This is an optimization exercise on Yosys and OpenROAD, whose aim is small area, not a production implementation. The RTL was checked by simulation tests, not by an equivalence proof against the original design.

// CORDIC_Top
module CORDIC_Top (
    input clk,
    input [31:0] target,
    output [31:0] cos_x
);
Size in the first run: ~2600 cells after synthesis, ~220 flip-flops, about 0.024 mm^2 of cells after synthesis.
export LEC_CHECK = 0
export CAP_MARGIN = 10
export CORE_MARGIN = 2
export CORE_UTILIZATION = 40
export CTS_BUF_LIST = sky130_fd_sc_hd__clkbuf_4
export CTS_CLUSTER_DIAMETER = 40
export CTS_CLUSTER_SIZE = 10
export GPL_TIMING_DRIVEN = 0
export SLEW_MARGIN = 10
create_clock -name core_clock -period 10.0 [get_ports {clk}]
standard.sh (not shown) runs the stock make flow with config.mk's settings and CLKGATE_MAP_FILE= SYNTH_SCRIPT=/design/flow/synth_recipe.tcl, a recipe that flattens the netlist after the stock synthesis.
==> flow/flow/run.sh <==
#!/bin/bash
# The standard layout (standard.sh: standard synthesis and ORFS flow with
# config.mk's settings), with these changes:
#  - the port buffers are made of the smallest buffer cell instead of the one
#    buffer_ports picks by itself (every input and output port still gets its
#    own buffer);
#  - clock tree synthesis adds no dummy loads (same arguments as ORFS builds
#    from config.mk, plus -dont_use_dummy_load).
set -euo pipefail
export BUFFER_PORTS_ARGS="-buffer_cell sky130_fd_sc_hd__buf_1"
export CTS_ARGS="-sink_clustering_enable -repair_clock_nets -sink_clustering_size 10 -sink_clustering_max_diameter 40 -buf_list sky130_fd_sc_hd__clkbuf_4 -dont_use_dummy_load"
bash standard.sh > standard.log 2>&1
Next try:
--- a/flow/flow/run.sh
+++ b/flow/flow/run.sh
@@ -10,3 +10,3 @@
 export BUFFER_PORTS_ARGS="-buffer_cell sky130_fd_sc_hd__buf_1"
-export CTS_ARGS="-sink_clustering_enable -repair_clock_nets -sink_clustering_size 10 -sink_clustering_max_diameter 40 -buf_list sky130_fd_sc_hd__clkbuf_4 -dont_use_dummy_load"
+export CTS_ARGS="-sink_clustering_enable -repair_clock_nets -sink_clustering_size 26 -sink_clustering_max_diameter 60 -buf_list sky130_fd_sc_hd__clkbuf_8 -dont_use_dummy_load"
 bash standard.sh > standard.log 2>&1
- CTS_BUF_LIST: sky130_fd_sc_hd__clkbuf_4 -> sky130_fd_sc_hd__clkbuf_8
- CTS_CLUSTER_DIAMETER: 40 -> 60
- CTS_CLUSTER_SIZE: 10 -> 26
Result: The new run finished clean; worst setup slack gets better by 68 ps; via count barely changes; hold slack gets better by 36 ps; sequential cell count is unchanged; final area hardly moves; utilization is about the same; count of clock-buffer cells in the layout falls by 10; maximum frequency rises by 0.71%; wire length barely changes.
Next try:
==> flow/flow/run.sh (replaced) <==
#!/bin/bash
# The standard layout (standard.sh: standard synthesis and ORFS flow with
# config.mk's settings), with two changes:
#  - the port buffers are made of the smallest buffer cell instead of the one
#    buffer_ports picks by itself (every input and output port still gets its
#    own buffer);
#  - clock tree synthesis adds no dummy loads (same arguments as ORFS builds
#    from config.mk, plus -dont_use_dummy_load).
set -euo pipefail
export BUFFER_PORTS_ARGS="-buffer_cell sky130_fd_sc_hd__buf_1"
export CTS_ARGS="-sink_clustering_enable -repair_clock_nets -sink_clustering_size 30 -sink_clustering_max_diameter 80 -buf_list sky130_fd_sc_hd__clkbuf_16 -dont_use_dummy_load"
bash standard.sh > standard.log 2>&1
- CTS_BUF_LIST: sky130_fd_sc_hd__clkbuf_8 -> sky130_fd_sc_hd__clkbuf_16
- CTS_CLUSTER_DIAMETER: 60 -> 80
- CTS_CLUSTER_SIZE: 26 -> 30
The new run produced a clean layout.
Design area climbs by 0.41%.
Routed wire length is about the same.
Final cell count hardly moves.
Worst hold slack is worse by 9.9 ps.
Global-route usage barely changes.
Sequential cell count stays the same.
Core utilization climbs by 0.18 points.
Setup slack is worse by 35 ps.
Area after synthesis is unchanged.
Next try:
==> flow/run.sh (new file) <==
#!/bin/bash
# synth_recipe.tcl (not shown) runs the flow's synth.tcl, then flattens the netlist and writes it again
# the make line also repeats each setting of config.mk as NAME=value (left out here)
make -C /OpenROAD-flow-scripts/flow DESIGN_CONFIG=/design/flow/config.mk WORK_HOME=/design/flow/orfs CLKGATE_MAP_FILE= SYNTH_SCRIPT=/design/flow/synth_recipe.tcl finish
removed: flow/flow/run.sh
removed: flow/standard.sh
Effect: The changed run ran to the end with no violations. Final cell count came out higher by 0.44%. Worst setup slack gets better by 21 ps. Cell area rises by 2.2%. Synthesized cell count is unchanged. Via count stays flat. Routed wire length grows by 0.81%.
Next try:
==> flow/flow/run.sh (new file) <==
#!/bin/bash
# The standard layout (standard.sh: standard synthesis and ORFS flow with
# config.mk's settings), with two changes:
#  - the port buffers are made of the smallest buffer cell instead of the one
#    buffer_ports picks by itself (every input and output port still gets its
#    own buffer);
#  - after global routing, repair_timing -recover_power downsizes the gates
#    that are not timing-critical (ORFS RECOVER_POWER);
#  - clock tree synthesis adds no dummy loads (same arguments as ORFS builds
#    from config.mk, plus -dont_use_dummy_load).
set -euo pipefail
export BUFFER_PORTS_ARGS="-buffer_cell sky130_fd_sc_hd__buf_1"
export CTS_ARGS="-sink_clustering_enable -repair_clock_nets -sink_clustering_size 20 -sink_clustering_max_diameter 50 -buf_list sky130_fd_sc_hd__clkbuf_8 -dont_use_dummy_load"
export RECOVER_POWER=100
bash standard.sh > standard.log 2>&1
==> flow/standard.sh (new file) <==
#!/bin/bash
# synth_recipe.tcl (not shown) runs the flow's synth.tcl, then flattens the netlist and writes it again
# the make line also repeats each setting of config.mk as NAME=value (left out here)
make -C /OpenROAD-flow-scripts/flow DESIGN_CONFIG=/design/flow/config.mk WORK_HOME=/design/flow/orfs CLKGATE_MAP_FILE= SYNTH_SCRIPT=/design/flow/synth_recipe.tcl "${@:-finish}"
- CTS_BUF_LIST: sky130_fd_sc_hd__clkbuf_16 -> sky130_fd_sc_hd__clkbuf_8
- CTS_CLUSTER_DIAMETER: 80 -> 50
- CTS_CLUSTER_SIZE: 30 -> 20
removed: flow/run.sh
Result: The new run produced a clean layout; sequential share of layout area goes up by 0.42 points; clock-buffer cell count increases by 8; global-route usage drops by 0.39 points; register-to-register slack gets worse by 70 ps; final area falls by about 2.5%; non-clock buffer count decreases by 4.

[re-timing with driven ports]
Ports are ideal in the flow. The routed layouts listed here were re-timed in OpenROAD.
Step 1 (the two cells are an assumption about what drives the block):
set clk [get_ports {clk}]
set_driving_cell -lib_cell sky130_fd_sc_hd__clkbuf_16 $clk
set_driving_cell -lib_cell sky130_fd_sc_hd__buf_2 [delete_from_list [all_inputs] $clk]
Step 2 adds t to the input delays and takes it off the output delays; t is the mean of the earliest and latest rising clock arrival at the registers after step 1. Input paths then give back, and output paths get back, about the clock's delay inside the block.
Slacks: ideal ports / drivers / drivers and shift; pairs: ideal ports / drivers.
| run | t, ns | setup slack, ns | worst register clock-pin slew, ns |
|---|---|---|---|
| the first run | 0.747 | 0.384 / 0.384 / -0.119 | 0.11 / 0.11 |
| the second run | 0.603 | 0.452 / 0.482 / -0.121 | 0.13 / 0.13 |
| the third run | 0.548 | 0.417 / 0.417 / 0.049 | 0.10 / 0.10 |
| the fourth run | 0.565 | 0.438 / 0.385 / 0.030 | 0.10 / 0.10 |
| the fifth run | 0.595 | 0.419 / 0.419 / -0.079 | 0.09 / 0.09 |
Met with ideal ports but missed after step 2: setup timing in the first run, the second run and the fifth run. For the second run, which loses most, drivers alone change the setup slack by +0.030 ns; drivers and shift together by -0.573 ns.
